Source: an optimization exercise on an open RTL-to-GDS flow (aim: small area and a short achievable clock period). Production flows keep margins and buffers that such runs may drop.
RTL that was checked went through simulation tests only; none was proved equivalent to the original.
Only the layout flow was run in run 7; the RTL was not checked for function there.
Power and IR drop assume default switching activity.

--- flow/standard.sh ---
#!/bin/bash
# synth_recipe.tcl (not shown) runs the flow's synth.tcl, then flattens the netlist and writes it again
# the make line also repeats each setting of config.mk as NAME=value (left out here)
make -C /OpenROAD-flow-scripts/flow DESIGN_CONFIG=/design/flow/config.mk WORK_HOME=/design/flow/orfs CLKGATE_MAP_FILE= SYNTH_SCRIPT=/design/flow/synth_recipe.tcl "${@:-finish}"
--- flow/flow/run.sh ---
#!/bin/bash
# Standard ORFS layout, with the port buffers made from plain buffers
# (sky130_fd_sc_hd__buf_2) instead of the default choice.
set -euo pipefail
export BUFFER_PORTS_ARGS="-buffer_cell sky130_fd_sc_hd__buf_2"
bash standard.sh > standard.log 2>&1
--- flow/constraint.sdc ---
create_clock -name core_clock -period 3.2 [get_ports {clk}]
set_input_delay 0.6400 -clock core_clock [delete_from_list [all_inputs] [get_ports {clk}]]
set_output_delay 0.6400 -clock core_clock [all_outputs]
set_load 0.01 [all_outputs]
--- flow/design.v ---
`timescale 1ns / 1ps
module fifo_sync #(
    parameter DATA_WIDTH          = 32,
    parameter DEPTH               = 16,
    parameter ADDR_WIDTH          = $clog2(DEPTH),
    parameter ALMOST_FULL_THRESH  = DEPTH - 2,
    parameter ALMOST_EMPTY_THRESH = 2
) (
    input  wire                    clk,
    input  wire                    rst_n,
    input  wire                    wr_en,
    input  wire [DATA_WIDTH-1:0]   wr_data,
    output reg                     full,
    output reg                     almost_full,
    output reg                     overflow,
    input  wire                    rd_en,
    output reg  [DATA_WIDTH-1:0]   rd_data,
    output reg                     empty,
    output reg                     almost_empty,
    output reg                     underflow,
    output reg  [ADDR_WIDTH:0]     data_count,
    output reg  [ADDR_WIDTH:0]     peak_count
);
    reg [DATA_WIDTH-1:0] mem [0:DEPTH-1];
    reg [ADDR_WIDTH-1:0] wr_ptr;      
    reg [DEPTH-1:0]      rd_sel;      
    reg [ADDR_WIDTH:0]   cnt_n;
    reg                  full_n;
    reg                  empty_n;
    wire [ADDR_WIDTH:0]  cnt = ~cnt_n;
    wire do_write = wr_en & full_n;
    wire do_read  = rd_en & empty_n;
    wire inc      = do_write & ~do_read;
    wire dec      = do_read & ~do_write;
    integer i;
    always @(posedge clk) begin
        for (i = 0; i < DEPTH; i = i + 1)
            if (full_n && wr_ptr == i)
                mem[i] <= wr_data;
    end
    reg [DATA_WIDTH-1:0] rd_word;
    always @(*) begin
        rd_word = {DATA_WIDTH{1'b0}};
        for (i = 0; i < DEPTH; i = i + 1)
            rd_word = rd_word | (mem[i] & {DATA_WIDTH{rd_sel[i]}});
    end
    always @(posedge clk) begin
        if (!rst_n) begin
            wr_ptr  <= {ADDR_WIDTH{1'b0}};
            rd_sel  <= {{(DEPTH-1){1'b0}}, 1'b1};
            rd_data <= {DATA_WIDTH{1'b0}};
        end else begin
            if (do_write) wr_ptr <= wr_ptr + 1'b1;
            if (do_read) begin
                rd_sel  <= {rd_sel[DEPTH-2:0], rd_sel[DEPTH-1]};
                rd_data <= rd_word;
            end
        end
    end
    wire [ADDR_WIDTH:0] cnt_up = cnt + 1'b1;
    wire [ADDR_WIDTH:0] cnt_dn = cnt - 1'b1;
    wire peak_hit = (peak_count == cnt);
    always @(posedge clk) begin
        if (!rst_n) begin
            full         <= 1'b0;
            empty        <= 1'b1;
            almost_full  <= 1'b0;
            almost_empty <= 1'b1;
            data_count   <= {(ADDR_WIDTH+1){1'b0}};
            peak_count   <= {(ADDR_WIDTH+1){1'b0}};
            overflow     <= 1'b0;
            underflow    <= 1'b0;
            cnt_n        <= {(ADDR_WIDTH+1){1'b1}};
            full_n       <= 1'b1;
            empty_n      <= 1'b0;
        end else begin
            overflow  <= wr_en & ~full_n;
            underflow <= rd_en & ~empty_n;
            if (inc) begin
                data_count   <= cnt_up;
                cnt_n        <= ~cnt_up;
                full         <= (cnt_up == DEPTH);
                full_n       <= (cnt_up != DEPTH);
                empty        <= 1'b0;
                empty_n      <= 1'b1;
                almost_full  <= (cnt_up >= ALMOST_FULL_THRESH);
                almost_empty <= (cnt_up <= ALMOST_EMPTY_THRESH);
                if (peak_hit) peak_count <= cnt_up;
            end else if (dec) begin
                data_count   <= cnt_dn;
                cnt_n        <= ~cnt_dn;
                full         <= 1'b0;
                full_n       <= 1'b1;
                empty        <= (cnt_dn == 0);
                empty_n      <= (cnt_dn != 0);
                almost_full  <= (cnt_dn >= ALMOST_FULL_THRESH);
                almost_empty <= (cnt_dn <= ALMOST_EMPTY_THRESH);
            end
        end
    end
endmodule
--- flow/config.mk ---
export PLATFORM = sky130hd
export DESIGN_NAME = fifo_sync
export DESIGN_NICKNAME = fifo_sync
export VERILOG_FILES = /design/flow/design.v
export SDC_FILE = /design/flow/constraint.sdc
export NUM_CORES = 4
export LEC_CHECK = 0
export CAP_MARGIN = 20
export CORE_MARGIN = 2
export CORE_UTILIZATION = 65
export CTS_CLUSTER_DIAMETER = 100
export CTS_CLUSTER_SIZE = 25
export PLACE_DENSITY = 0.75
export SETUP_SLACK_MARGIN = 1.55
export SLEW_MARGIN = 20
==> results of run 1 <==
## sequential cells by signal, summed over array words and instances (netlist names), 4 cells and up
| name | cells |
|---|---|
| mem | 512 |
| rd_data | 32 |
| rd_sel | 16 |
| cnt_n | 5 |
| data_count | 5 |
| peak_count | 5 |
| wr_ptr | 4 |
## repair_timing
action	in CTS	in global routing
setup endpoints to repair	603	308
pin swaps	6	15
gates resized for setup	190	66
buffers inserted	38	45
## area by class of cell
| type | count | area [um2] |
|---|---|---|
| antenna | 1 | 2.50 |
| clock buffer | 48 | 754 |
| clock inverter | 1 | 16.3 |
| fill | 1721 | 7420 |
| inverter | 14 | 72.6 |
| multi-input combinational | 564 | 4410 |
| sequential | 587 | 17000 |
| tap | 442 | 553 |
| timing repair buffer | 194 | 2020 |
## worst paths after layout
| path | from | end | slack (ns) | cells after the start |
|---|---|---|---|---|
| max | empty_n$_SDFFE_PN0P_ | rd_sel[7]$_SDFFE_PN0P_ | 1.46 | 4 |
| min | wr_en | overflow$_SDFF_PN0_ | 0.28 | 3 |
| max reg2reg | empty_n$_SDFFE_PN0P_ | rd_sel[7]$_SDFFE_PN0P_ | 1.46 | 4 |
| min reg2reg | data_count[3]$_SDFFE_PN0P_ | data_count[3]$_SDFFE_PN0P_ | 0.46 | 2 |
## power by group
| group | internal [mW] | total, mW | switching, mW |
|---|---|---|---|
| Sequential | 8.64 | 8.85 | 0.205 |
| Clock | 1.62 | 3.87 | 2.24 |
| Combinational | 0.671 | 1.60 | 0.927 |
## per-layer routing
metal | track usage [%] | wire, um | up-vias
met4 | 9.50 | 1920 | 2
li1 | - | - | 5322
met3 | 6.52 | 7700 | 149
met2 | 53.7 | 27900 | 1055
met1 | 47.0 | 20900 | 6511
met5 | 0 | 11 | -
## cell families (layout without fill, tap and decap cells)
group | count (synthesis) | after routing | share of synthesized area (%)
fa+ha+maj | 9 | 9 | 0.532
other cells | 0 | 1 | 0
buf+inv | 108 | 257 | 2.20
flops | 587 | 587 | 79.8
compound gates | 329 | 329 | 11.7
simple gates | 198 | 198 | 4.58
xor+xnor | 18 | 18 | 0.745
mux | 10 | 10 | 0.473
## Yosys cell counts (all sizes together), types with 3 or more instances
| cell | number |
|---|---|
| a2111oi | 32 |
| a21boi | 16 |
| a21o | 5 |
| a21oi | 7 |
| a222oi | 32 |
| a22oi | 192 |
| and2 | 8 |
| and3 | 3 |
| buf | 31 |
| clkbuf | 63 |
| dfxtp | 75 |
| edfxtp | 512 |
| ha | 9 |
| inv | 14 |
| mux2i | 10 |
| nand2 | 45 |
| nand2b | 3 |
| nand3 | 36 |
| nand4 | 34 |
| nor2 | 49 |
| nor2b | 8 |
| nor3 | 6 |
| o21ai | 40 |
| xnor2 | 11 |
| xor2 | 7 |
## stage by stage
step | cells | utilization [%] | total power, mW | setup WS [ns]
after floorplan | 1259 | - | 9.70 | 1.14
after global placement | 1718 | 69.0 | 10.1 | 0.915
after detailed placement | 1718 | 69.0 | 10.2 | 0.891
after CTS | 1805 | 74.6 | 14.1 | 1.49
after global routing | 1850 | 77.0 | 14.7 | 1.42
final | 1851 | 77.0 | 14.3 | 1.46
## worst max-delay path, delay by kind of cell, from the launching register on
family          cells  cell delay [ns]
compound gates      1             0.31
buf+inv             1             0.55
flops               1             0.35
simple gates        2             0.38
## placed cells by master, fill, tap and decap left out, types with 10 or more instances in the layout
cell       Yosys  final
edfxtp_1     512    512
a22oi_1      192    192
buf_4          1     63
buf_6          3     60
dfxtp_2        0     46
nand2_1       45     39
nor2_1        49     36
nand3_1       36     36
buf_2         27     36
o21ai_0       40     34
nand4_1       34     34
a222oi_1      32     32
buf_12         0     28
clkbuf_16      0     27
dfxtp_4        0     27
clkbuf_1      63     21
a2111oi_2      0     18
a21boi_0      16     15
nor2_4         0     12
xnor2_1       11     10
==> summary.txt, run 1 <==
synth-to-layout area growth: 17.5%
clock buffer depth: 3
H-Tree Depth: 1
clock latency (worst-skew pair): 0.58 ns
Final setup viols: 0
initial antenna violation count: 1
RSZ-0062 raised after global routing: true
share of layout cells above drive strength 1: 26.9%
dpl hpwl: 25700 um
TNS Setup: 0 ns
status: complete, no violations
Seq/Total Area, Yosys: 79.8%
Lkg Pwr: 7.92 nW
via count: 13039
Fin. Hold Viols: 0
die height: 184 um
Ports: 84
Hold Slack: 0.280 ns
Max-Cap Viols: 0
Crit path largest cell delay: 0.55 ns
core region area: 32300 um2
number of synthesized flops with an enable pin: 512
count of final max-slew check failures: 0
asr flop ratio synth: 0%
Initial Util: 65.5%
Avg Synthesized Cell Area: 16.8 um2
GP Congestion: 0.842
arrival time worst endpoint: 2.20 ns
Die Wd: 184 um
placed cell areas: 22300 um2
Synth Instances: 1259
clk root buf: clkbuf_16
# hold bufs at CTS: 0
iteration count of the initial detailed-routing pass: 9
Slowest cell on crit path: buf_4
syn_nets: 1304
Yosys top cell area share: 72.7%
initial drt markers: 2399
Final Cell Area: 24900 um2
critical path class: flip-flop to flip-flop
fmax: 0.576 GHz
worst min path class: primary input to flip-flop
CP max FO: 48
number of global-route vias before repair: 12303
Final period util: 54.2%
max_slew headroom: 54.0%
Remaining DRCs: 0
CP Launch Type: flip-flop
routed len/inst: 31.6 um
largest net degree at the start of global routing: 49
TritonCTS clock tree: done
clock sink count: 587
Die ar.: 34000 um2
Primary FF master, synth: edfxtp_1
worst path cell trace: and2_4, buf_4, nand2_1, a21boi_0
Crit path required time: 3.67 ns
maximum VDD drop: 445 uV
FF+latch count, synth: 587
TritonCTS buffer count: 27
Netlist Area Pre-Place: 21200 um2
final net count: 1433
Port Buffers: 83
GRT Total Usage: 33.3%
biggest area consumer among synthesized cells: edfxtp_1
grt total ovfl: 0
Rows: 66
Clock Skew: 0.0169 ns
Tightest Pin Transition: 0.691 ns
yosys warns: 2
drt total wl: 58400 um
vias per cell: 7.04
Unique masters post-synth: 38
PwrDens: 576 nW/um2
DRT antenna net count: 0
Tmin final: 1.74 ns
kind of end point of the critical path: flip-flop
clk slew on worst S/H paths: 0.10 ns
global-route wire length before repair: 80800 um
top post-synthesis cells by area: edfxtp_1, dfxtp_1, a22oi_1
==> run 2: changes to the inputs <==
--- a/flow/config.mk
+++ b/flow/config.mk
@@ -11,5 +11,5 @@
 export CTS_CLUSTER_DIAMETER = 100
 export CTS_CLUSTER_SIZE = 25
 export PLACE_DENSITY = 0.75
-export SETUP_SLACK_MARGIN = 1.55
+export SETUP_SLACK_MARGIN = 1.25
 export SLEW_MARGIN = 20
==> run 2 against run 1 <==
  * First-iteration DRC count shrank 22%
  * Global-route usage shrank 1.5 points
  * Die area is the same
  * Power shrank 3.1%
  * Design area shrank 6.5%
  * Wire length shrank 8.2%
  * Combinational power shrank 27%
  * Clock-buffer cell count is the same
  * Setup slack lost 0.24 ns
  * Sequential power is essentially flat
  * Clock skew grew 0.0076 ns
  * Non-clock buffer count shrank 71
  * Critical path type unchanged
  * Largest power group unchanged
==> summary.txt, run 2 <==
status: complete, no violations (unchanged)
yosys warns: 2 (unchanged)
top post-synthesis cells by area: edfxtp_1, dfxtp_1, a22oi_1 (unchanged)
critical path class: flip-flop to flip-flop (unchanged)
Lkg Pwr: 7.36 nW (was 7.92 nW)
Final setup viols: 0 (unchanged)
Seq/Total Area, Yosys: 79.8% (unchanged)
TritonCTS clock tree: done (unchanged)
Worst R2R End: rd_data[11]$_SDFFE_PN0P_ (was rd_sel[7]$_SDFFE_PN0P_)
routed len/inst: 30.1 um (was 31.6 um)
combinational share of power: 8.4% (was 11.2%)
Primary FF master, synth: edfxtp_1 (unchanged)
Fill cells: 2003 (was 1721)
# hold bufs at CTS: 0 (unchanged)
Ports: 84 (unchanged)
CP max FO: 26 (was 48)
DRT antenna net count: 0 (unchanged)
die height: 184 um (unchanged)
initial antenna violation count: 1 (unchanged)
most common cell after layout, fill and taps aside: edfxtp_1 (unchanged)
iteration count of the initial detailed-routing pass: 6 (was 9)
vias per cell: 6.94 (was 7.04)
Max-Cap Viols: 0 (unchanged)
Synth Instances: 1259 (unchanged)
Clock power frac: 27.9% (was 27.0%)
crit path launch: rd_sel[11]$_SDFFE_PN0P_ (was empty_n$_SDFFE_PN0P_)
number of synthesized flops with an enable pin: 512 (unchanged)
clk root buf: clkbuf_16 (unchanged)
largest net degree at the start of global routing: 50 (was 49)
Yosys top cell area share: 72.7% (unchanged)
FF+latch count, synth: 587 (unchanged)
Tightest Pin Transition: 0.996 ns (was 0.691 ns)
GP Congestion: 0.828 (was 0.842)
Largest regs: mem x512, rd_data x32, rd_sel x16 (unchanged)
Unique masters post-synth: 38 (unchanged)
Die ar.: 34000 um2 (unchanged)
flip-flop and latch area: 16900 um2 (was 17000 um2)
CP endpoint: rd_data[11]$_SDFFE_PN0P_ (was rd_sel[7]$_SDFFE_PN0P_)
max FFs per register: 512 (unchanged)
worst min path class: primary input to flip-flop (unchanged)
Final period util: 61.7% (was 54.2%)
share of layout cells above drive strength 1: 15.2% (was 26.9%)
Reg2Reg Depth: 5 (was 4)
multi-input logic area: 4030 um2 (was 4410 um2)
most frequent cells in the layout: edfxtp_1, a22oi_1, buf_2 (was edfxtp_1, a22oi_1, buf_4)
clock latency (worst-skew pair): 0.60 ns (was 0.58 ns)
FF-to-FF setup slack: 1.23 ns (was 1.46 ns)
H-Tree Depth: 1 (unchanged)
Crit path required time: 3.66 ns (was 3.67 ns)
placed cell count: 1723 (was 1718)
Initial Util: 65.5% (unchanged)
RSZ-0062 raised after global routing: true (unchanged)
maximum VDD drop: 592 uV (was 445 uV)
clock sink count: 587 (unchanged)
n_diodes: 0 (was 1)
fmax: 0.507 GHz (was 0.576 GHz)
Synth top cells by count: edfxtp_1, a22oi_1, dfxtp_1 (unchanged)
Int Power: 10.7 mW (was 10.9 mW)
Avg Synthesized Cell Area: 16.8 um2 (unchanged)
Tmin final: 1.97 ns (was 1.74 ns)
dpl hpwl: 26700 um (was 25700 um)
clock buffer depth: 3 (unchanged)
Rows: 66 (unchanged)
Remaining DRCs: 0 (unchanged)
Top reg by flops: mem (unchanged)
kind of end point of the critical path: flip-flop (unchanged)
global-route wire length before repair: 77600 um (was 80800 um)
biggest area consumer among synthesized cells: edfxtp_1 (unchanged)
Fin. Hold Viols: 0 (unchanged)
sequential share of power: 63.7% (was 61.8%)
CP Launch Type: flip-flop (unchanged)
core region area: 32300 um2 (unchanged)
number of global-route vias before repair: 11839 (was 12303)
asr flop ratio synth: 0% (unchanged)
synth-to-layout area growth: 9.83% (was 17.5%)
Clock Skew: 0.0244 ns (was 0.0169 ns)
TritonCTS buffer count: 27 (unchanged)
initial drt markers: 1862 (was 2399)
count of final max-slew check failures: 0 (unchanged)
via count: 12352 (was 13039)
TNS Setup: 0 ns (unchanged)
GRT Total Usage: 31.8% (was 33.3%)
grt total ovfl: 0 (unchanged)
PwrDens: 596 nW/um2 (was 576 nW/um2)
final net count: 1362 (was 1433)
P_sw: 3.18 mW (was 3.38 mW)
drt total wl: 53700 um (was 58400 um)
syn_nets: 1304 (unchanged)
max_slew headroom: 33.6% (was 54.0%)
RR Startpoint: rd_sel[11]$_SDFFE_PN0P_ (was empty_n$_SDFFE_PN0P_)
arrival time worst endpoint: 2.44 ns (was 2.20 ns)
Post-Layout Cell Count: 1780 (was 1851)
clk slew on worst S/H paths: 0.10 ns (about the same)
Die Wd: 184 um (unchanged)
Netlist Area Pre-Place: 21200 um2 (unchanged)
most numerous cell in the Yosys netlist: edfxtp_1 (unchanged)
Sw Share: 23.0% (was 23.6%)
Port Buffers: 83 (unchanged)
[run 2: cell type report]
class	count	share of cell area [%]
clock inverter	2	0.108
clock buffer	48	3.25
sequential	587	72.9
inverter	14	0.237
timing repair buffer	123	3.77
tap	442	2.38
multi-input combinational	564	17.3
[run 2: critical path, cell delays in order, from the launching register on]
cell and delay, ns:
dfxtp_4 0.54, buf_4 0.28, a22oi_1 0.22, nand4_1 0.19
a2111oi_2 0.51, nor2_1 0.11
[run 2: metrics by stage]
stage / setup WS (ns) / power, mW / instance area (um2) / hold WS, ns / utilization, %
4_1_cts: 0.963 / 13.8 / 23100 / 0.255 / 71.5
3_3_place_gp: 0.754 / 10.1 / 22200 / 0.438 / 68.7
3_5_place_dp: 0.745 / 10.1 / 22200 / 0.438 / 68.7
6_report: 1.23 / 13.9 / 23200 / 0.271 / 72.0
2_1_floorplan: 1.12 / 9.65 / 21300 / 0.443 / -
5_1_grt: 1.15 / 14.3 / 23200 / 0.259 / 72.0
[run 2: per-layer routing]
layer / up-vias / track usage, % / share of wire (%) / wire [um]
li1: 5171 / - / - / -
met1: 6150 / 46.3 / 37 / 19900
met2: 923 / 51.0 / 47 / 25500
met3: 106 / 5.45 / 13 / 6860
met4: 2 / 7.62 / 2.7 / 1450
met5: - / 0 / 0.024 / 13
[run 2: logic make-up after synthesis]
family          after synthesis  synth area share [%]
fa+ha+maj                     9                 0.532
simple gates                198                  4.58
mux                          10                 0.473
buf+inv                     108                  2.20
flops                       587                  79.8
compound gates              329                  11.7
xor+xnor                     18                 0.745
[run 2: worst min-delay path by stage]
stage | depth (start not counted) | from | slack (ns) | end
final | 3 | wr_en | 0.27 | overflow$_SDFF_PN0_
after global routing | 3 | wr_en | 0.26 | overflow$_SDFF_PN0_
after CTS | 3 | wr_en | 0.26 | overflow$_SDFF_PN0_
after detailed placement | 2 | full$_SDFFE_PN0P_ | 0.44 | full$_SDFFE_PN0P_
after global placement | 2 | full$_SDFFE_PN0P_ | 0.44 | full$_SDFFE_PN0P_
after floorplan | 2 | empty_n$_SDFFE_PN0P_ | 0.44 | empty_n$_SDFFE_PN0P_
[run 2: power by group through the flow]
stage	clock network, mW	registers (mW)	logic [mW]
after global placement	0	8.99	1.09
after floorplan	0	8.93	0.722
after CTS	3.88	8.82	1.13
after global routing	4.13	8.85	1.27
final	3.87	8.82	1.17
after detailed placement	0	9.00	1.11
[run 2: timing repair]
item,CTS,global route
setup endpoints to repair,476,205
pin swaps,2,1
gates resized for setup,29,38
setup buffers,4,3
==> run 3: changes to the inputs <==
--- a/flow/config.mk
+++ b/flow/config.mk
@@ -8,8 +8,8 @@
 export CAP_MARGIN = 20
 export CORE_MARGIN = 2
 export CORE_UTILIZATION = 65
-export CTS_CLUSTER_DIAMETER = 100
-export CTS_CLUSTER_SIZE = 25
+export CTS_CLUSTER_DIAMETER = 60
+export CTS_CLUSTER_SIZE = 40
 export PLACE_DENSITY = 0.75
-export SETUP_SLACK_MARGIN = 1.25
+export SETUP_SLACK_MARGIN = 1.4
 export SLEW_MARGIN = 20
==> run 3 against run 2 <==
  * Design area increased by 4.5%
  * Wire length increased by 4.3%
  * Sequential cell count unchanged
  * Critical path depth unchanged
  * Still clean on timing, DRC and antenna
  * Die area unchanged
  * Synthesized area unchanged
  * Power increased by 11%
  * Final cell count increased by 1.9%
==> summary.txt, run 3 <==
Core Util, Final: 75.2% (was 72.0%)
routed len/inst: 30.9 um (was 30.1 um)
worst path cell trace: buf_4, a222oi_1, nand3_1, a2111oi_1, nor2_1 (was buf_4, a22oi_1, nand4_1, a2111oi_2, nor2_1)
Largest regs: mem x512, rd_data x32, rd_sel x16 (unchanged)
Port Buffers: 83 (unchanged)
met2 Use GR: 51.6% (was 51.0%)
top post-synthesis cells by area: edfxtp_1, dfxtp_1, a22oi_1 (unchanged)
initial drt markers: 2113 (was 1862)
iteration count of the initial detailed-routing pass: 8 (was 6)
Worst R2R End: rd_data[7]$_SDFFE_PN0P_ (was rd_data[11]$_SDFFE_PN0P_)
Synth Instances: 1259 (unchanged)
Final setup viols: 0 (unchanged)
crit path buf inv count: 1 (unchanged)
max_slew headroom: 54.3% (was 33.6%)
vias per cell: 7.08 (was 6.94)
Yosys top cell area share: 72.7% (unchanged)
# hold bufs at CTS: 0 (unchanged)
Top delay family on crit path: compound AO/OA/AOI/OAI gates (unchanged)
n_diodes: 0 (unchanged)
Avg Synthesized Cell Area: 16.8 um2 (unchanged)
Die Wd: 184 um (unchanged)
clk slew on worst S/H paths: 0.09 ns (was 0.10 ns)
TritonCTS buffer count: 34 (was 27)
clock latency (worst-skew pair): 0.56 ns (was 0.60 ns)
HP Start: wr_en (unchanged)
final net count: 1391 (was 1362)
Netlist Area Pre-Place: 21200 um2 (unchanged)
CP max FO: 18 (was 26)
met1 Usage GRT: 47.3% (was 46.3%)
Fin. Hold Viols: 0 (unchanged)
Ports: 84 (unchanged)
Unique masters post-synth: 38 (unchanged)
arrival time worst endpoint: 2.24 ns (was 2.44 ns)
Lkg Pwr: 7.79 nW (was 7.36 nW)
number of synthesized flops with an enable pin: 512 (unchanged)
clock buffer depth: 3 (unchanged)
Fill cells: 1789 (was 2003)
asr flop ratio synth: 0% (unchanged)
Die ar.: 34000 um2 (unchanged)
synth-to-layout area growth: 14.7% (was 9.83%)
CP Launch Type: flip-flop (unchanged)
dpl hpwl: 28500 um (was 26700 um)
FF+latch count, synth: 587 (unchanged)
global-route wire length before repair: 79300 um (was 77600 um)
Initial Util: 65.5% (unchanged)
Remaining DRCs: 0 (unchanged)
Primary FF master, synth: edfxtp_1 (unchanged)
Top reg by flops: mem (unchanged)
via count: 12838 (was 12352)
Tmin final: 1.82 ns (was 1.97 ns)
Synth top cells by count: edfxtp_1, a22oi_1, dfxtp_1 (unchanged)
GRT Total Usage: 32.6% (was 31.8%)
Clock Skew: 0.0306 ns (was 0.0244 ns)
drt total wl: 56000 um (was 53700 um)
crit path launch: rd_sel[3]$_SDFFE_PN0P_ (was rd_sel[11]$_SDFFE_PN0P_)
most numerous cell in the Yosys netlist: edfxtp_1 (unchanged)
PwrDens: 635 nW/um2 (was 596 nW/um2)
most common cell after layout, fill and taps aside: edfxtp_1 (unchanged)
Slowest cell on crit path: dfxtp_4 (unchanged)
syn_nets: 1304 (unchanged)
biggest area consumer among synthesized cells: edfxtp_1 (unchanged)
maximum VDD drop: 601 uV (was 592 uV)
die height: 184 um (unchanged)
max FFs per register: 512 (unchanged)
status: complete, no violations (unchanged)
clock sink count: 587 (unchanged)
Crit path required time: 3.62 ns (was 3.66 ns)
TNS Setup: 0 ns (unchanged)
initial antenna violation count: 0 (was 1)
TritonCTS clock tree: done (unchanged)
Reg2Reg Depth: 5 (unchanged)
Rows: 66 (unchanged)
number of global-route vias before repair: 12299 (was 11839)
Final period util: 56.9% (was 61.7%)
count of final max-slew check failures: 0 (unchanged)
grt peak-use layer: met2 (unchanged)
GP Congestion: 0.817 (was 0.828)
H-Tree Depth: 2 (was 1)
Max-Cap Viols: 0 (unchanged)
RSZ-0062 raised after global routing: true (unchanged)
critical path class: flip-flop to flip-flop (unchanged)
kind of end point of the critical path: flip-flop (unchanged)
largest net degree at the start of global routing: 49 (was 50)
Tightest Pin Transition: 0.685 ns (was 0.996 ns)
Hold Path Stages: 3 (unchanged)
Seq/Total Area, Yosys: 79.8% (unchanged)
GRT met3 Usage: 5.14% (was 5.45%)
yosys warns: 2 (unchanged)
share of layout cells above drive strength 1: 20.9% (was 15.2%)
core region area: 32300 um2 (unchanged)
RR Startpoint: rd_sel[3]$_SDFFE_PN0P_ (was rd_sel[11]$_SDFFE_PN0P_)
most frequent cells in the layout: edfxtp_1, a22oi_1, buf_2 (unchanged)
DRT antenna net count: 0 (unchanged)
Crit path largest cell delay: 0.46 ns (was 0.54 ns)
clk root buf: clkbuf_16 (unchanged)
Endpoint, Worst Hold: overflow$_SDFF_PN0_ (unchanged)
worst min path class: primary input to flip-flop (unchanged)
FF-to-FF setup slack: 1.38 ns (was 1.23 ns)
grt total ovfl: 0 (unchanged)
fmax: 0.550 GHz (was 0.507 GHz)
-- run 3: layout make-up --
type	instances	area [um2]	area share, %
clock inverter	25	423	1.74
multi-input combinational	565	4240	17.4
clock buffer	37	926	3.81
timing repair buffer	144	1120	4.60
tap	442	553	2.28
sequential	587	17000	69.9
inverter	14	65.1	0.268
-- run 3: cell families (layout without fill, tap and decap cells) --
| kind of cell | count (synthesis) | count (layout) | share of synthesized area (%) |
|---|---|---|---|
| flip-flops | 587 | 587 | 79.8 |
| AO/OA/AOI/OAI | 329 | 329 | 11.7 |
| AND/OR/NAND/NOR | 198 | 199 | 4.58 |
| buffers and inverters | 108 | 220 | 2.20 |
| XOR/XNOR | 18 | 18 | 0.745 |
| multiplexers | 10 | 10 | 0.473 |
| adder cells (fa/ha/maj) | 9 | 9 | 0.532 |
-- run 3: per-stage QoR --
step	power, mW	worst slack, ns	instances	hold slack (ns)	instance area (um2)
final	15.4	1.38	1814	0.315	24300
after global routing	15.8	1.28	1814	0.314	24300
after detailed placement	10.2	0.842	1722	0.453	22300
after floorplan	9.70	1.14	1259	0.443	21500
after global placement	10.1	0.889	1722	0.451	22300
after CTS	15.4	1.31	1798	0.308	24000
-- run 3: routing by layer --
layer  vias up  part of all wire, %
li1       5249                    -
met1      6435                   37
met2      1012                   47
met3       142                   13
met4         0                  3.1
met5         -                    0
-- run 3: worst reg2reg max path, stage by stage (launching register included) --
cell	delay, ns
dfxtp_4	0.46
buf_4	0.29
a222oi_1	0.37
nand3_1	0.12
a2111oi_1	0.36
nor2_1	0.09
-- run 3: how the worst max path moves through the flow --
stage,to,slack (ns),depth (start not counted)
floorplan,almost_empty$_SDFFE_PN1P_,1.14,10
global placement,almost_empty$_SDFFE_PN1P_,0.89,8
detailed placement,empty$_SDFFE_PN1P_,0.84,8
CTS,rd_data[16]$_SDFFE_PN0P_,1.31,5
global route,rd_data[8]$_SDFFE_PN0P_,1.28,5
finish,rd_data[7]$_SDFFE_PN0P_,1.38,5
-- run 3: report_power, final --
group          internal (mW)  switching (mW)
Combinational          0.465           0.823
Clock                   2.50            2.80
Sequential              8.62           0.198
Total                   11.6            3.82
-- run 3: timing repair --
| action | 4_1_cts | 5_1_grt |
|---|---|---|
| cloned | 1 | 0 |
| setup endpoints to repair | 444 | 179 |
| setup buffers | 13 | 16 |
| resized for setup | 47 | 41 |
| pin swaps | 8 | 5 |
==> run 4: changes to the inputs <==
--- a/flow/config.mk
+++ b/flow/config.mk
@@ -8,8 +8,8 @@
 export CAP_MARGIN = 20
 export CORE_MARGIN = 2
 export CORE_UTILIZATION = 65
-export CTS_CLUSTER_DIAMETER = 60
-export CTS_CLUSTER_SIZE = 40
+export CTS_CLUSTER_DIAMETER = 80
+export CTS_CLUSTER_SIZE = 32
 export PLACE_DENSITY = 0.75
 export SETUP_SLACK_MARGIN = 1.4
 export SLEW_MARGIN = 20
==> run 4 against run 3 <==
  * Still clean
  * First-iteration DRC count is 4.8% lower
  * Wire length is 1.9% lower
  * Sequential cell count stayed put
  * Fmax is 0.13% lower
  * Final cell count is 0.88% lower
  * Power is 9.0% lower
  * Synthesized area stayed put
  * Utilization is 1.7 points lower
==> summary.txt, run 4 <==
CP Launch Type: flip-flop (unchanged)
TNS Setup: 0 ns (unchanged)
die height: 184 um (unchanged)
synth-to-layout area growth: 12.1% (was 14.7%)
crit path launch: rd_sel[5]$_SDFFE_PN0P_ (was rd_sel[3]$_SDFFE_PN0P_)
initial antenna violation count: 0 (unchanged)
FF-to-FF setup slack: 1.38 ns (about the same)
DP Worst Slack: 0.842 ns (unchanged)
worst min path class: primary input to flip-flop (unchanged)
initial drt markers: 2012 (was 2113)
clock sink count: 587 (unchanged)
post-synthesis mux area share: 0.473% (unchanged)
Initial Util: 65.5% (unchanged)
worst path cell trace: a222oi_1, nand3_1, a2111oi_2, nor2_1 (was buf_4, a222oi_1, nand3_1, a2111oi_1, nor2_1)
TritonCTS clock tree: done (unchanged)
syn_nets: 1304 (unchanged)
routed len/inst: 30.6 um (was 30.9 um)
biggest area consumer among synthesized cells: edfxtp_1 (unchanged)
Crit path largest cell delay: 0.54 ns (was 0.46 ns)
vias per cell: 7.03 (was 7.08)
kind of end point of the critical path: flip-flop (unchanged)
fmax: 0.549 GHz (was 0.550 GHz)
arrival time worst endpoint: 2.26 ns (was 2.24 ns)
Compound-Gate Fraction of Synth Area: 11.7% (unchanged)
final net count: 1383 (was 1391)
clk slew on worst S/H paths: 0.12 ns (was 0.09 ns)
drt total wl: 54900 um (was 56000 um)
clk root buf: clkbuf_16 (unchanged)
n_diodes: 0 (unchanged)
Primary FF master, synth: edfxtp_1 (unchanged)
PwrDens: 591 nW/um2 (was 635 nW/um2)
Seq/Total Area, Yosys: 79.8% (unchanged)
Top reg by flops: mem (unchanged)
post-synthesis simple-gate area fraction: 4.58% (unchanged)
Crit path required time: 3.64 ns (was 3.62 ns)
Port Buffers: 83 (unchanged)
maximum VDD drop: 463 uV (was 601 uV)
Max-Cap Viols: 0 (unchanged)
global-route wire length before repair: 78800 um (was 79300 um)
TritonCTS buffer count: 24 (was 34)
Remaining DRCs: 0 (unchanged)
max_slew headroom: 54.0% (was 54.3%)
Reg2Reg Depth: 4 (was 5)
Hold Slack: 0.279 ns (was 0.315 ns)
Final Power: 14.0 mW (was 15.4 mW)
multi-input logic area: 4250 um2 (was 4240 um2)
Yosys top cell area share: 72.7% (unchanged)
Avg Synthesized Cell Area: 16.8 um2 (unchanged)
Clock Skew: 0.0351 ns (was 0.0306 ns)
Lkg Pwr: 7.53 nW (was 7.79 nW)
Final period util: 56.9% (about the same)
status: complete, no violations (unchanged)
critical path class: flip-flop to flip-flop (unchanged)
number of synthesized flops with an enable pin: 512 (unchanged)
count of final max-slew check failures: 0 (unchanged)
Die Wd: 184 um (unchanged)
H-Tree Depth: 1 (was 2)
grt total ovfl: 0 (unchanged)
Hold Path Stages: 3 (unchanged)
Slowest cell on crit path: dfxtp_4 (unchanged)
RSZ-0062 raised after global routing: true (unchanged)
Die ar.: 34000 um2 (unchanged)
core region area: 32300 um2 (unchanged)
FF+latch count, synth: 587 (unchanged)
GRT Total Usage: 32.1% (was 32.6%)
share of layout cells above drive strength 1: 19.8% (was 20.9%)
max FFs per register: 512 (unchanged)
most common cell after layout, fill and taps aside: edfxtp_1 (unchanged)
Netlist Area Pre-Place: 21200 um2 (unchanged)
largest net degree at the start of global routing: 49 (unchanged)
clock latency (worst-skew pair): 0.58 ns (was 0.56 ns)
Final WS setup: 1.38 ns (about the same)
flip-flop and latch area: 17000 um2 (about the same)
adder-cell share of the synthesized area: 0.532% (unchanged)
Ports: 84 (unchanged)
Core Util, Final: 73.5% (was 75.2%)
Fill cells: 1899 (was 1789)
Synth Instances: 1259 (unchanged)
post-synthesis xor/xnor area fraction: 0.745% (unchanged)
via count: 12641 (was 12838)
Endpoint, Worst Hold: overflow$_SDFF_PN0_ (unchanged)
Fin. Hold Viols: 0 (unchanged)
Tmin final: 1.82 ns (about the same)
most numerous cell in the Yosys netlist: edfxtp_1 (unchanged)
Rows: 66 (unchanged)
CP max FO: 34 (was 18)
yosys warns: 2 (unchanged)
Largest regs: mem x512, rd_data x32, rd_sel x16 (unchanged)
asr flop ratio synth: 0% (unchanged)
Final setup viols: 0 (unchanged)
number of global-route vias before repair: 12123 (was 12299)
Worst R2R End: rd_data[2]$_SDFFE_PN0P_ (was rd_data[7]$_SDFFE_PN0P_)
Tightest Pin Transition: 0.690 ns (was 0.685 ns)
most frequent cells in the layout: edfxtp_1, a22oi_1, buf_2 (unchanged)
top post-synthesis cells by area: edfxtp_1, dfxtp_1, a22oi_1 (unchanged)
Synth top cells by count: edfxtp_1, a22oi_1, dfxtp_1 (unchanged)
RR Startpoint: rd_sel[5]$_SDFFE_PN0P_ (was rd_sel[3]$_SDFFE_PN0P_)
HP Start: wr_en (unchanged)
iteration count of the initial detailed-routing pass: 6 (was 8)
DRT antenna net count: 0 (unchanged)
dpl hpwl: 28500 um (unchanged)
GP Congestion: 0.817 (unchanged)
clock buffer depth: 3 (unchanged)
largest family of logic cells by synthesized area: compound AO/OA/AOI/OAI gates (unchanged)
Unique masters post-synth: 38 (unchanged)
-- run 4: changes by cell type in the layout (fill, tap and decap cells not counted), moves of 5 or more --
| cell | before | now |
|---|---|---|
| a2111oi_1 | 13 | 8 |
| a2111oi_2 | 10 | 15 |
| clkbuf_1 | 0 | 10 |
| clkbuf_16 | 37 | 25 |
| clkinv_8 | 6 | 0 |
-- run 4: where the power goes --
group / switching [mW] / internal (mW)
Combinational: 0.800 / 0.466
Clock: 2.31 / 1.62
Sequential: 0.208 / 8.62
-- run 4: through the flow --
| step | cells | instance area (um2) |
|---|---|---|
| after floorplan | 1259 | 21500 |
| after global placement | 1722 | 22300 |
| after detailed placement | 1722 | 22300 |
| after CTS | 1787 | 23400 |
| after global routing | 1798 | 23700 |
| final | 1798 | 23700 |
-- run 4: routing by layer --
metal	track usage [%]	vias up	part of all wire (%)	wire length [um]
met4	8.13	0	2.1	1130
met3	4.35	91	12	6660
met5	0	-	0	0
li1	-	5213	-	-
met1	48.0	6367	38	20700
met2	51.2	970	48	26400
-- run 4: worst max-delay path: cells and delay by family (launching register included) --
kind | cells | cell delay [ns]
simple gates | 2 | 0.27
compound gates | 2 | 0.84
flops | 1 | 0.54
-- run 4: logic make-up after synthesis --
group | Yosys count
adder cells (fa/ha/maj) | 9
flip-flops | 587
XOR/XNOR | 18
AND/OR/NAND/NOR | 198
buffers and inverters | 108
AO/OA/AOI/OAI | 329
multiplexers | 10
-- run 4: repair_timing --
action / 4_1_cts / 5_1_grt
hold endpoints to repair: 0 / 0
resized for setup: 51 / 51
pin swaps: 8 / 5
endpoints found under the setup margin: 449 / 188
cloned: 1 / 0
buffers inserted: 20 / 11
hold buffers: 0 / 0
-- run 4: final cells by class --
cell class	instances	area share, %
clock buffers	35	2.80
inverters	14	0.274
multi-input cells	565	17.9
well taps	442	2.33
flip-flops and latches	587	71.5
repair buffers	146	4.67
clock inverters	9	0.522
-- run 4: worst max-delay path by stage --
stage                                endpoint  slack, ns  depth (start not counted)
CTS                  rd_data[16]$_SDFFE_PN0P_       1.36                          5
global route          rd_data[3]$_SDFFE_PN0P_       1.34                          5
floorplan           almost_empty$_SDFFE_PN1P_       1.14                         10
global placement    almost_empty$_SDFFE_PN1P_       0.89                          8
finish                rd_data[2]$_SDFFE_PN0P_       1.38                          4
detailed placement         empty$_SDFFE_PN1P_       0.84                          8
==> run 5: changes to the inputs <==
--- a/flow/config.mk
+++ b/flow/config.mk
@@ -8,8 +8,8 @@
 export CAP_MARGIN = 20
 export CORE_MARGIN = 2
 export CORE_UTILIZATION = 65
-export CTS_CLUSTER_DIAMETER = 80
-export CTS_CLUSTER_SIZE = 32
+export CTS_CLUSTER_DIAMETER = 100
+export CTS_CLUSTER_SIZE = 25
 export PLACE_DENSITY = 0.75
 export SETUP_SLACK_MARGIN = 1.4
 export SLEW_MARGIN = 20
==> run 5 against run 4 <==
  * Utilization did not move
  * Critical endpoint is now rd_data[0]$_SDFFE_PN0P_
  * Clock skew shrank 0.015 ns
  * Wire length rose by 0.27%
  * Hold slack lost 0.0060 ns
  * Sequential share of layout area unchanged
  * Non-clock buffer count unchanged
  * Combinational power about the same
  * Synthesized cell count unchanged
  * Highest routed layer unchanged
  * Clock-buffer cell count grew 13
==> summary.txt, run 5 <==
via count: 12666 (was 12641)
routed len/inst: 30.5 um (was 30.6 um)
Netlist Area Pre-Place: 21200 um2 (unchanged)
Clock Skew: 0.0200 ns (was 0.0351 ns)
Endpoint, Worst Hold: overflow$_SDFF_PN0_ (unchanged)
number of synthesized flops with an enable pin: 512 (unchanged)
GP Congestion: 0.817 (unchanged)
number of global-route vias before repair: 12094 (was 12123)
iteration count of the initial detailed-routing pass: 6 (unchanged)
fmax: 0.566 GHz (was 0.549 GHz)
grt total ovfl: 0 (unchanged)
Avg Synthesized Cell Area: 16.8 um2 (unchanged)
Reg2Reg Depth: 5 (was 4)
dpl hpwl: 28500 um (unchanged)
Crit path required time: 3.67 ns (was 3.64 ns)
most common cell after layout, fill and taps aside: edfxtp_1 (unchanged)
clock sink count: 587 (unchanged)
Lkg Pwr: 7.52 nW (was 7.53 nW)
asr flop ratio synth: 0% (unchanged)
core region area: 32300 um2 (unchanged)
# hold bufs at CTS: 0 (unchanged)
maximum VDD drop: 517 uV (was 463 uV)
global-route wire length before repair: 78600 um (was 78800 um)
die height: 184 um (unchanged)
H-Tree Depth: 1 (unchanged)
Synth Instances: 1259 (unchanged)
clock latency (worst-skew pair): 0.59 ns (was 0.58 ns)
TritonCTS buffer count: 27 (was 24)
clk slew on worst S/H paths: 0.10 ns (was 0.12 ns)
status: complete, no violations (unchanged)
share of layout cells above drive strength 1: 19.3% (was 19.8%)
Primary FF master, synth: edfxtp_1 (unchanged)
max FFs per register: 512 (unchanged)
Die Wd: 184 um (unchanged)
crit path launch: rd_sel[3]$_SDFFE_PN0P_ (was rd_sel[5]$_SDFFE_PN0P_)
clock buffer depth: 3 (unchanged)
Final setup viols: 0 (unchanged)
syn_nets: 1304 (unchanged)
Hold Path Stages: 3 (unchanged)
Fin. Hold Viols: 0 (unchanged)
Final period util: 55.2% (was 56.9%)
initial antenna violation count: 1 (was 0)
Initial Util: 65.5% (unchanged)
clk root buf: clkbuf_16 (unchanged)
most numerous cell in the Yosys netlist: edfxtp_1 (unchanged)
Core Util, Final: 73.5% (unchanged)
critical path class: flip-flop to flip-flop (unchanged)
biggest area consumer among synthesized cells: edfxtp_1 (unchanged)
PwrDens: 589 nW/um2 (was 591 nW/um2)
DRT antenna net count: 0 (unchanged)
vias per cell: 7.02 (was 7.03)
Rows: 66 (unchanged)
worst min path class: primary input to flip-flop (unchanged)
FF-to-FF setup slack: 1.43 ns (was 1.38 ns)
arrival time worst endpoint: 2.23 ns (was 2.26 ns)
count of final max-slew check failures: 0 (unchanged)
Top reg by flops: mem (unchanged)
Worst R2R End: rd_data[0]$_SDFFE_PN0P_ (was rd_data[2]$_SDFFE_PN0P_)
drt total wl: 55100 um (was 54900 um)
GRT Total Usage: 32.1% (about the same)
Max-Cap Viols: 0 (unchanged)
FF+latch count, synth: 587 (unchanged)
synth-to-layout area growth: 12.1% (unchanged)
Tmin final: 1.77 ns (was 1.82 ns)
TritonCTS clock tree: done (unchanged)
yosys warns: 2 (unchanged)
Remaining DRCs: 0 (unchanged)
max_slew headroom: 53.9% (was 54.0%)
Port Buffers: 83 (unchanged)
most frequent cells in the layout: edfxtp_1, a22oi_1, buf_2 (unchanged)
Seq/Total Area, Yosys: 79.8% (unchanged)
top post-synthesis cells by area: edfxtp_1, dfxtp_1, a22oi_1 (unchanged)
Largest regs: mem x512, rd_data x32, rd_sel x16 (unchanged)
RR Startpoint: rd_sel[3]$_SDFFE_PN0P_ (was rd_sel[5]$_SDFFE_PN0P_)
largest net degree at the start of global routing: 49 (unchanged)
Die ar.: 34000 um2 (unchanged)
HP Start: wr_en (unchanged)
Synth top cells by count: edfxtp_1, a22oi_1, dfxtp_1 (unchanged)
TNS Setup: 0 ns (unchanged)
Yosys top cell area share: 72.7% (unchanged)
kind of end point of the critical path: flip-flop (unchanged)
Unique masters post-synth: 38 (unchanged)
CP Launch Type: flip-flop (unchanged)
RSZ-0062 raised after global routing: true (unchanged)
Ports: 84 (unchanged)
Hold Slack: 0.273 ns (was 0.279 ns)
CP max FO: 18 (was 34)
Tightest Pin Transition: 0.691 ns (was 0.690 ns)
initial drt markers: 1982 (was 2012)
final net count: 1386 (was 1383)
run 5: changes by cell type in the layout (fill, tap and decap cells not counted), sizes merged:
| cell | delta |
|---|---|
| bufinv | -1 |
| clkbuf | +14 |
| buf | -1 |
| inv | -4 |
| diode | +1 |
| clkinv | -2 |
run 5: cells by family (layout without fill, tap and decap cells):
logic type	Yosys count	in the layout	synth area share [%]
flip-flops	587	587	79.8
buffers and inverters	108	210	2.20
other	0	1	0
AO/OA/AOI/OAI	329	329	11.7
XOR/XNOR	18	18	0.745
multiplexers	10	10	0.473
AND/OR/NAND/NOR	198	199	4.58
adder cells (fa/ha/maj)	9	9	0.532
run 5: final cells by class:
| type | instances | area (um2) |
|---|---|---|
| flip-flops and latches | 587 | 17000 |
| diodes | 1 | 2.50 |
| well taps | 442 | 553 |
| clock inverters | 2 | 25.0 |
| repair buffers | 146 | 1110 |
| clock buffers | 48 | 754 |
| inverters | 14 | 65.1 |
| multi-input cells | 565 | 4250 |
| fillers | 1923 | 8570 |
run 5: worst max path at each step:
| stage | to | depth (start not counted) |
|---|---|---|
| CTS | rd_data[21]$_SDFFE_PN0P_ | 5 |
| floorplan | almost_empty$_SDFFE_PN1P_ | 10 |
| global placement | almost_empty$_SDFFE_PN1P_ | 8 |
| detailed placement | empty$_SDFFE_PN1P_ | 8 |
| finish | rd_data[0]$_SDFFE_PN0P_ | 5 |
| global route | rd_data[6]$_SDFFE_PN0P_ | 5 |
run 5: through the flow:
stage | power (mW) | instances | setup WS (ns) | instance area [um2]
after floorplan | 9.70 | 1259 | 1.14 | 21500
after global placement | 10.1 | 1722 | 0.889 | 22300
after detailed placement | 10.2 | 1722 | 0.842 | 22300
after CTS | 13.9 | 1786 | 1.32 | 23400
after global routing | 14.4 | 1804 | 1.34 | 23700
final | 14.0 | 1805 | 1.43 | 23700
run 5: routing by layer:
metal	track usage (%)	up-vias	wire length, um
met2	50.8	961	26500
li1	-	5231	-
met3	4.33	84	6770
met5	0	-	0
met4	8.99	0	1140
met1	47.7	6390	20700
run 5: power breakdown:
group / leakage (nW) / switching [mW] / internal (mW) / total (mW)
Combinational: 1.88 / 0.800 / 0.464 / 1.26
Clock: 0.369 / 2.24 / 1.63 / 3.87
Sequential: 5.27 / 0.210 / 8.62 / 8.83
Total: 7.52 / 3.25 / 10.7 / 14.0
run 5: timing repair:
action,in CTS,in global routing
setup endpoints to repair,432,190
buffers inserted,13,17
resized for setup,48,53
gates cloned,1,1
hold endpoints to repair,0,0
pin swaps,8,6
run 5: worst max-delay path, cell delays in order (launching register included):
cell and delay, ns:
dfxtp_4 0.47, buf_4 0.28, a22oi_1 0.20, nand4_1 0.16, a2111oi_1 0.44, nor2_1 0.06
==> run 6: changes to the inputs <==
--- a/flow/config.mk
+++ b/flow/config.mk
@@ -5,11 +5,11 @@
 export SDC_FILE = /design/flow/constraint.sdc
 export NUM_CORES = 4
 export LEC_CHECK = 0
-export CAP_MARGIN = 20
+export CAP_MARGIN = 5
 export CORE_MARGIN = 2
 export CORE_UTILIZATION = 65
 export CTS_CLUSTER_DIAMETER = 100
 export CTS_CLUSTER_SIZE = 25
 export PLACE_DENSITY = 0.75
 export SETUP_SLACK_MARGIN = 1.4
-export SLEW_MARGIN = 20
+export SLEW_MARGIN = 5
==> run 6 against run 5 <==
  * Still clean
  * Hold slack stayed put
  * Critical path depth stayed put
  * Synthesized area unchanged
  * Final cell count stayed put
  * Critical path type unchanged
  * Critical endpoint unchanged
  * Largest cell class unchanged
==> summary.txt, run 6 <==
placed cell areas: 22300 um2 (unchanged)
Top reg by flops: mem (unchanged)
Sw Share: 23.3% (unchanged)
Unique masters post-synth: 38 (unchanged)
Ports: 84 (unchanged)
Tightest Pin Transition: 0.691 ns (unchanged)
initial drt markers: 1982 (unchanged)
RR Startpoint: rd_sel[3]$_SDFFE_PN0P_ (unchanged)
GP Congestion: 0.817 (unchanged)
clock buffer depth: 3 (unchanged)
Die Wd: 184 um (unchanged)
sequential share of power: 63.3% (about the same)
most numerous cell in the Yosys netlist: edfxtp_1 (unchanged)
Seq/Total Area, Yosys: 79.8% (unchanged)
PwrDens: 589 nW/um2 (unchanged)
iteration count of the initial detailed-routing pass: 6 (unchanged)
core region area: 32300 um2 (unchanged)
maximum VDD drop: 517 uV (unchanged)
Netlist Area Pre-Place: 21200 um2 (unchanged)
top post-synthesis cells by area: edfxtp_1, dfxtp_1, a22oi_1 (unchanged)
Slowest cell on crit path: dfxtp_4 (unchanged)
Int Power: 10.7 mW (unchanged)
Synth Instances: 1259 (unchanged)
TritonCTS clock tree: done (unchanged)
clk root buf: clkbuf_16 (unchanged)
number of global-route vias before repair: 12094 (unchanged)
via count: 12666 (unchanged)
clk slew on worst S/H paths: 0.10 ns (about the same)
initial antenna violation count: 1 (unchanged)
Final setup viols: 0 (unchanged)
die height: 184 um (unchanged)
Hold Path Stages: 3 (unchanged)
Remaining DRCs: 0 (unchanged)
arrival time worst endpoint: 2.23 ns (about the same)
TNS Setup: 0 ns (unchanged)
Fin. Hold Viols: 0 (unchanged)
Crit path required time: 3.67 ns (about the same)
largest net degree at the start of global routing: 49 (unchanged)
GRT Total Usage: 32.1% (unchanged)
syn_nets: 1304 (unchanged)
synth-to-layout area growth: 12.1% (unchanged)
global-route wire length before repair: 78600 um (unchanged)
Tmin final: 1.77 ns (unchanged)
Primary FF master, synth: edfxtp_1 (unchanged)
grt total ovfl: 0 (unchanged)
Clock Skew: 0.0200 ns (unchanged)
Avg Synthesized Cell Area: 16.8 um2 (unchanged)
yosys warns: 2 (unchanged)
HP Start: wr_en (unchanged)
count of final max-slew check failures: 0 (unchanged)
vias per cell: 7.02 (unchanged)
H-Tree Depth: 1 (unchanged)
Endpoint, Worst Hold: overflow$_SDFF_PN0_ (unchanged)
Final period util: 55.2% (unchanged)
drt total wl: 55100 um (unchanged)
Max-Cap Viols: 0 (unchanged)
Hold Slack: 0.273 ns (unchanged)
Synth top cells by count: edfxtp_1, a22oi_1, dfxtp_1 (unchanged)
# hold bufs at CTS: 0 (unchanged)
crit path buf inv count: 1 (unchanged)
placed cell count: 1722 (unchanged)
Top delay family on crit path: compound AO/OA/AOI/OAI gates (unchanged)
share of layout cells above drive strength 1: 19.3% (unchanged)
Port Buffers: 83 (unchanged)
asr flop ratio synth: 0% (unchanged)
combinational share of power: 9.1% (about the same)
CP Launch Type: flip-flop (unchanged)
worst min path class: primary input to flip-flop (unchanged)
final net count: 1386 (unchanged)
max_slew headroom: 53.9% (unchanged)
clock sink count: 587 (unchanged)
number of synthesized flops with an enable pin: 512 (unchanged)
RSZ-0062 raised after global routing: true (unchanged)
Final Power: 14.0 mW (unchanged)
critical path class: flip-flop to flip-flop (unchanged)
fmax: 0.566 GHz (unchanged)
most frequent cells in the layout: edfxtp_1, a22oi_1, buf_2 (unchanged)
worst path cell trace: buf_4, a22oi_1, nand4_1, a2111oi_1, nor2_1 (unchanged)
critical path depth in cells: 5 (unchanged)
biggest area consumer among synthesized cells: edfxtp_1 (unchanged)
max FFs per register: 512 (unchanged)
Initial Util: 65.5% (unchanged)
Die ar.: 34000 um2 (unchanged)
most common cell after layout, fill and taps aside: edfxtp_1 (unchanged)
Clock power frac: 27.7% (about the same)
dpl hpwl: 28500 um (unchanged)
Worst R2R End: rd_data[0]$_SDFFE_PN0P_ (unchanged)
DRT antenna net count: 0 (unchanged)
Largest regs: mem x512, rd_data x32, rd_sel x16 (unchanged)
CP max FO: 18 (unchanged)
FF+latch count, synth: 587 (unchanged)
FF-to-FF setup slack: 1.43 ns (about the same)
routed len/inst: 30.5 um (unchanged)
Reg2Reg Depth: 5 (unchanged)
Crit path largest cell delay: 0.47 ns (about the same)
Final Cell Area: 23700 um2 (unchanged)
Post-Layout Cell Count: 1805 (unchanged)
Lkg Pwr: 7.52 nW (unchanged)
TritonCTS buffer count: 27 (unchanged)
clock latency (worst-skew pair): 0.59 ns (about the same)
status: complete, no violations (unchanged)
Yosys top cell area share: 72.7% (unchanged)
kind of end point of the critical path: flip-flop (unchanged)
Rows: 66 (unchanged)
P_sw: 3.25 mW (unchanged)
[run 6: cell counts in the layout (fill, tap and decap cells not counted)]
Identical to the previous run, type by type.
[run 6: what timing repair did]
action | 4_1_cts | 5_1_grt
setup buffers | 13 | 17
endpoints found under the setup margin | 432 | 190
gates cloned | 1 | 1
gates resized for setup | 48 | 53
pin swaps | 8 | 6
[run 6: worst min-delay path: cells and delay by family]
| kind | cells | cell delay, ns |
|---|---|---|
| and+or+nand+nor | 2 | 0.08 |
| buffers and inverters | 1 | 0.11 |
[run 6: through the flow]
step                utilization [%]  setup slack (ns)
finish                         73.5              1.43
global placement               69.2             0.889
detailed placement             69.2             0.842
global route                   73.5              1.34
floorplan                         -              1.14
CTS                            72.4              1.32
[run 6: area by class of cell]
cell class | count | area (um2)
Timing Repair Buffer | 146 | 1110
Multi-Input combinational cell | 565 | 4250
Fill cell | 1923 | 8570
Antenna cell | 1 | 2.50
Sequential cell | 587 | 17000
Tap cell | 442 | 553
Clock buffer | 48 | 754
Inverter | 14 | 65.1
Clock inverter | 2 | 25.0
[run 6: power by group through the flow]
| stage | logic (mW) | registers (mW) | clock network, mW |
|---|---|---|---|
| 5_1_grt | 1.37 | 8.86 | 4.12 |
| 4_1_cts | 1.20 | 8.83 | 3.88 |
| 2_1_floorplan | 0.756 | 8.94 | 0 |
| 6_report | 1.26 | 8.83 | 3.87 |
| 3_3_place_gp | 1.14 | 8.99 | 0 |
| 3_5_place_dp | 1.17 | 9.01 | 0 |
[run 6: kinds of logic after synthesis]
family	share of synthesized area, %
flops	79.8
buf+inv	2.20
xor+xnor	0.745
mux	0.473
simple gates	4.58
fa+ha+maj	0.532
compound gates	11.7
[run 6: worst max-delay path by stage]
stage               slack [ns]                     from                         to
floorplan                 1.14                    rd_en  almost_empty$_SDFFE_PN1P_
global placement          0.89                    rd_en  almost_empty$_SDFFE_PN1P_
detailed placement        0.84                    rd_en         empty$_SDFFE_PN1P_
CTS                       1.32  rd_sel[15]$_SDFFE_PN0P_   rd_data[21]$_SDFFE_PN0P_
global route              1.34  rd_sel[14]$_SDFFE_PN0P_    rd_data[6]$_SDFFE_PN0P_
finish                    1.43   rd_sel[3]$_SDFFE_PN0P_    rd_data[0]$_SDFFE_PN0P_
[run 6: layer usage]
metal | global-route usage (%) | share of wire (%) | vias to the layer above
met3 | 4.33 | 12 | 84
met2 | 50.8 | 48 | 961
met5 | 0 | 0 | -
met4 | 8.99 | 2.1 | 0
met1 | 47.7 | 38 | 6390
li1 | - | - | 5231
==> run 7: changes to the inputs <==
--- a/flow/design.v
+++ b/flow/design.v
@@ -24,6 +24,7 @@
     reg [DATA_WIDTH-1:0] mem [0:DEPTH-1];
     reg [ADDR_WIDTH-1:0] wr_ptr;      
     reg [DEPTH-1:0]      rd_sel;      
+    reg [DEPTH-1:0]      rd_sel_n;    
     reg [ADDR_WIDTH:0]   cnt_n;
     reg                  full_n;
     reg                  empty_n;
@@ -42,17 +43,20 @@
     always @(*) begin
         rd_word = {DATA_WIDTH{1'b0}};
         for (i = 0; i < DEPTH; i = i + 1)
-            rd_word = rd_word | (mem[i] & {DATA_WIDTH{rd_sel[i]}});
+            rd_word = rd_word | (mem[i] & {{(DATA_WIDTH/2){~rd_sel_n[i]}},
+                                           {(DATA_WIDTH/2){rd_sel[i]}}});
     end
     always @(posedge clk) begin
         if (!rst_n) begin
             wr_ptr  <= {ADDR_WIDTH{1'b0}};
             rd_sel  <= {{(DEPTH-1){1'b0}}, 1'b1};
+            rd_sel_n <= {{(DEPTH-1){1'b1}}, 1'b0};
             rd_data <= {DATA_WIDTH{1'b0}};
         end else begin
             if (do_write) wr_ptr <= wr_ptr + 1'b1;
             if (do_read) begin
                 rd_sel  <= {rd_sel[DEPTH-2:0], rd_sel[DEPTH-1]};
+                rd_sel_n <= {rd_sel_n[DEPTH-2:0], rd_sel_n[DEPTH-1]};
                 rd_data <= rd_word;
             end
         end
--- a/flow/config.mk
+++ b/flow/config.mk
@@ -5,11 +5,11 @@
 export SDC_FILE = /design/flow/constraint.sdc
 export NUM_CORES = 4
 export LEC_CHECK = 0
-export CAP_MARGIN = 5
+export CAP_MARGIN = 20
 export CORE_MARGIN = 2
 export CORE_UTILIZATION = 65
 export CTS_CLUSTER_DIAMETER = 100
 export CTS_CLUSTER_SIZE = 25
 export PLACE_DENSITY = 0.75
 export SETUP_SLACK_MARGIN = 1.4
-export SLEW_MARGIN = 5
+export SLEW_MARGIN = 20
==> run 7 against run 6 <==
  * Still clean
  * Wire length is 2.6% lower
  * Setup slack lost 0.022 ns
  * Power up 5.8%
  * Register-to-register slack worse by 0.02 ns
  * Fmax decreased by 1.2%
  * Die area rose by 2.9%
  * Clock skew up 0.0079 ns
  * Hold slack improved by 0.0033 ns
  * Combinational power up 33%
  * Clock power up 4%
  * Sequential cell count is 16 higher
  * Critical endpoint is now mem[10][12]$_DFFE_PP_
==> summary.txt, run 7 <==
# hold bufs at CTS: 0 (unchanged)
final net count: 1444 (was 1386)
initial drt markers: 1838 (was 1982)
count of final max-slew check failures: 0 (unchanged)
clock sink count: 603 (was 587)
Unique masters post-synth: 48 (was 38)
vias per cell: 6.81 (was 7.02)
arrival time worst endpoint: 2.06 ns (was 2.23 ns)
Sw Share: 23.9% (was 23.3%)
Remaining DRCs: 0 (unchanged)
Synth Instances: 1310 (was 1259)
Final period util: 55.9% (was 55.2%)
CP max FO: 24 (was 18)
drt total wl: 53600 um (was 55100 um)
number of synthesized flops with an enable pin: 512 (unchanged)
H-Tree Depth: 1 (unchanged)
via count: 12745 (was 12666)
max_slew headroom: 54.5% (was 53.9%)
Ports: 84 (unchanged)
clk root buf: clkbuf_16 (unchanged)
status: complete, no violations (unchanged)
Final setup viols: 0 (unchanged)
syn_nets: 1355 (was 1304)
initial antenna violation count: 2 (was 1)
clock latency (worst-skew pair): 0.59 ns (about the same)
FF+latch count, synth: 603 (was 587)
GRT Total Usage: 30.7% (was 32.1%)
Rows: 67 (was 66)
dpl hpwl: 28400 um (was 28500 um)
critical path class: flip-flop to flip-flop (unchanged)
global-route wire length before repair: 79300 um (was 78600 um)
most common cell after layout, fill and taps aside: edfxtp_1 (unchanged)
sequential share of power: 61.4% (was 63.3%)
fmax: 0.559 GHz (was 0.566 GHz)
Netlist Area Pre-Place: 21800 um2 (was 21200 um2)
share of layout cells above drive strength 1: 18.9% (was 19.3%)
yosys warns: 2 (unchanged)
Synth top cells by count: edfxtp_1, a22oi_1, dfxtp_1 (unchanged)
die height: 187 um (was 184 um)
TritonCTS buffer count: 28 (was 27)
iteration count of the initial detailed-routing pass: 6 (unchanged)
Clock power frac: 27.3% (was 27.7%)
PwrDens: 608 nW/um2 (was 589 nW/um2)
max FFs per register: 512 (unchanged)
P_sw: 3.53 mW (was 3.25 mW)
Fin. Hold Viols: 0 (unchanged)
Initial Util: 65.4% (was 65.5%)
Hold Slack: 0.276 ns (was 0.273 ns)
RSZ-0062 raised after global routing: true (unchanged)
Final Cell Area: 24300 um2 (was 23700 um2)
clk slew on worst S/H paths: 0.10 ns (about the same)
Primary FF master, synth: edfxtp_1 (unchanged)
Die Wd: 187 um (was 184 um)
asr flop ratio synth: 0% (unchanged)
Core Util, Final: 73.0% (was 73.5%)
clock buffer depth: 3 (unchanged)
number of global-route vias before repair: 12487 (was 12094)
placed cell areas: 23000 um2 (was 22300 um2)
Port Buffers: 83 (unchanged)
CP Launch Type: flip-flop (unchanged)
Yosys top cell area share: 70.6% (was 72.7%)
Seq/Total Area, Yosys: 79.0% (was 79.8%)
Crit path required time: 3.47 ns (was 3.67 ns)
routed len/inst: 28.7 um (was 30.5 um)
Top reg by flops: mem (unchanged)
TNS Setup: 0 ns (unchanged)
synth-to-layout area growth: 11.6% (was 12.1%)
DRT antenna net count: 0 (unchanged)
Tightest Pin Transition: 0.683 ns (was 0.691 ns)
Avg Synthesized Cell Area: 16.6 um2 (was 16.8 um2)
worst min path class: primary input to flip-flop (unchanged)
kind of end point of the critical path: flip-flop (unchanged)
combinational share of power: 11.4% (was 9.1%)
most frequent cells in the layout: edfxtp_1, a22oi_1, buf_2 (unchanged)
GP Congestion: 0.798 (was 0.817)
TritonCTS clock tree: done (unchanged)
Clock Skew: 0.0279 ns (was 0.0200 ns)
Largest regs: mem x512, rd_data x32 (was mem x512, rd_data x32, rd_sel x16)
Max-Cap Viols: 0 (unchanged)
top post-synthesis cells by area: edfxtp_1, dfxtp_1, a22oi_1 (unchanged)
maximum VDD drop: 546 uV (was 517 uV)
largest net degree at the start of global routing: 78 (was 49)
Int Power: 11.2 mW (was 10.7 mW)
most numerous cell in the Yosys netlist: edfxtp_1 (unchanged)
grt total ovfl: 0 (unchanged)
Die ar.: 35000 um2 (was 34000 um2)
Lkg Pwr: 7.88 nW (was 7.52 nW)
Tmin final: 1.79 ns (was 1.77 ns)
core region area: 33300 um2 (was 32300 um2)
biggest area consumer among synthesized cells: edfxtp_1 (unchanged)
[run 7: cell types whose count changed in the layout (fill, tap and decap cells not counted), moves of 9 or more]
cell / previous run / this run
dfxtp_4: 21 / 6
nand2_1: 40 / 69
dfxtp_2: 6 / 28
a22o_1: 0 / 40
a221oi_1: 0 / 32
a21oi_1: 5 / 29
a2111oi_2: 12 / 2
nand3_1: 36 / 20
nor2_1: 37 / 21
and4b_1: 0 / 12
nand4_1: 34 / 18
o211ai_1: 0 / 15
a22oi_1: 192 / 120
dfxtp_1: 48 / 57
[run 7: what timing repair did]
action	4_1_cts	5_1_grt
hold endpoints to repair	0	0
pin swaps	9	8
setup buffers	16	13
resized for setup	42	32
setup endpoints to repair	479	139
[run 7: layout make-up]
| cell class | count | area [um2] |
|---|---|---|
| Sequential cell | 603 | 17300 |
| Fill cell | 1996 | 8990 |
| Multi-Input combinational cell | 593 | 4400 |
| Timing Repair Buffer | 143 | 1080 |
| Clock buffer | 51 | 808 |
| Tap cell | 448 | 561 |
| Inverter | 30 | 153 |
| Clock inverter | 1 | 30.0 |
| Antenna cell | 2 | 5.00 |
[run 7: kinds of logic after synthesis]
family / count (synthesis) / synth area share (%)
buffers and inverters: 114 / 2.28
muxes: 10 / 0.460
and+or+nand+nor: 195 / 4.52
DFF: 603 / 79.0
adders and majority gates: 9 / 0.517
AOI/OAI and AO/OA: 361 / 12.5
xor gates and xnor gates: 18 / 0.724
[run 7: worst max-delay path: stages, from the launching register on]
cell,delay (ns)
dfxtp_2,0.53
nand2b_2,0.22
nor2_4,0.42
buf_12,0.30
[run 7: metal layers]
| layer | global-route usage, % | wire length [um] | vias up | part of all wire [%] |
|---|---|---|---|---|
| li1 | - | - | 5429 | - |
| met1 | 43.9 | 20200 | 6335 | 38 |
| met2 | 49.1 | 25600 | 884 | 48 |
| met3 | 6.44 | 6790 | 97 | 13 |
| met4 | 7.81 | 1150 | 0 | 2.1 |
| met5 | 0 | 0 | - | 0 |
[run 7: power groups by stage]
stage               clock network, mW  registers [mW]  logic [mW]
floorplan                           0            9.18        1.01
global placement                    0            9.22        1.52
detailed placement                  0            9.23        1.56
CTS                              4.04            9.06        1.62
global route                     4.30            9.10        1.80
finish                           4.03            9.07        1.68
[run 7: per-stage QoR]
stage	setup slack [ns]	instances	power, mW
floorplan	0.990	1310	10.2
global placement	0.792	1788	10.7
detailed placement	0.775	1788	10.8
CTS	1.41	1856	14.7
global route	1.37	1870	15.2
finish	1.41	1871	14.8
[run 7: path summary, 6_finish.rpt]
kind / from / end / slack (ns) / cells after the start
worst max register to register: wr_ptr[3]$_SDFFE_PN0P_ / mem[10][12]$_DFFE_PP_ / 1.41 / 3
worst min-delay path: wr_en / overflow$_SDFF_PN0_ / 0.28 / 3
worst min register to register: data_count[2]$_SDFFE_PN0P_ / data_count[2]$_SDFFE_PN0P_ / 0.45 / 2
worst max-delay path: wr_ptr[3]$_SDFFE_PN0P_ / mem[10][12]$_DFFE_PP_ / 1.41 / 3

==> re-timing with driven ports <==
The results above use ideal ports. As a check the final layouts listed here were re-extracted and re-timed, cells and wires unchanged.
Step 1 sets driving cells, clkbuf_16 on the clock port and buf_2 on the other inputs (assumed; they add their load-dependent delay and slew).
Step 2 times the ports against the registers' clock, not the clock port: input delays grow and output delays shrink by t, the midpoint of the rising clock arrivals with the driver on.
Three values: ideal ports, drivers, drivers and shift; two values: the first two.
run | t (ns) | slack for setup (ns) | hold slack, ns | worst setup path after step 2 | worst register clock-pin slew, ns
run 1 | 0.626 | 1.464 / 1.432 / 1.078 | 0.280 / 0.250 / 0.458 | input to register | 0.10 / 0.10
run 2 | 0.635 | 1.226 / 1.226 / 0.909 | 0.271 / 0.238 / 0.452 | input to register | 0.10 / 0.10
run 3 | 0.595 | 1.381 / 1.381 / 0.944 | 0.315 / 0.283 / 0.464 | input to register | 0.12 / 0.12
run 4 | 0.621 | 1.378 / 1.378 / 1.068 | 0.279 / 0.245 / 0.468 | input to register | 0.12 / 0.12
run 5 | 0.633 | 1.432 / 1.393 / 1.071 | 0.273 / 0.241 / 0.464 | input to register | 0.10 / 0.10
run 6 | 0.633 | 1.432 / 1.393 / 1.071 | 0.273 / 0.241 / 0.464 | input to register | 0.10 / 0.10
run 7 | 0.627 | 1.411 / 1.370 / 1.127 | 0.276 / 0.250 / 0.454 | input to register | 0.10 / 0.10
After both steps setup and hold are still met in every run listed. The setup slack of run 3, which loses most, moves by 0.000 ns with the drivers and by -0.437 ns with both steps.
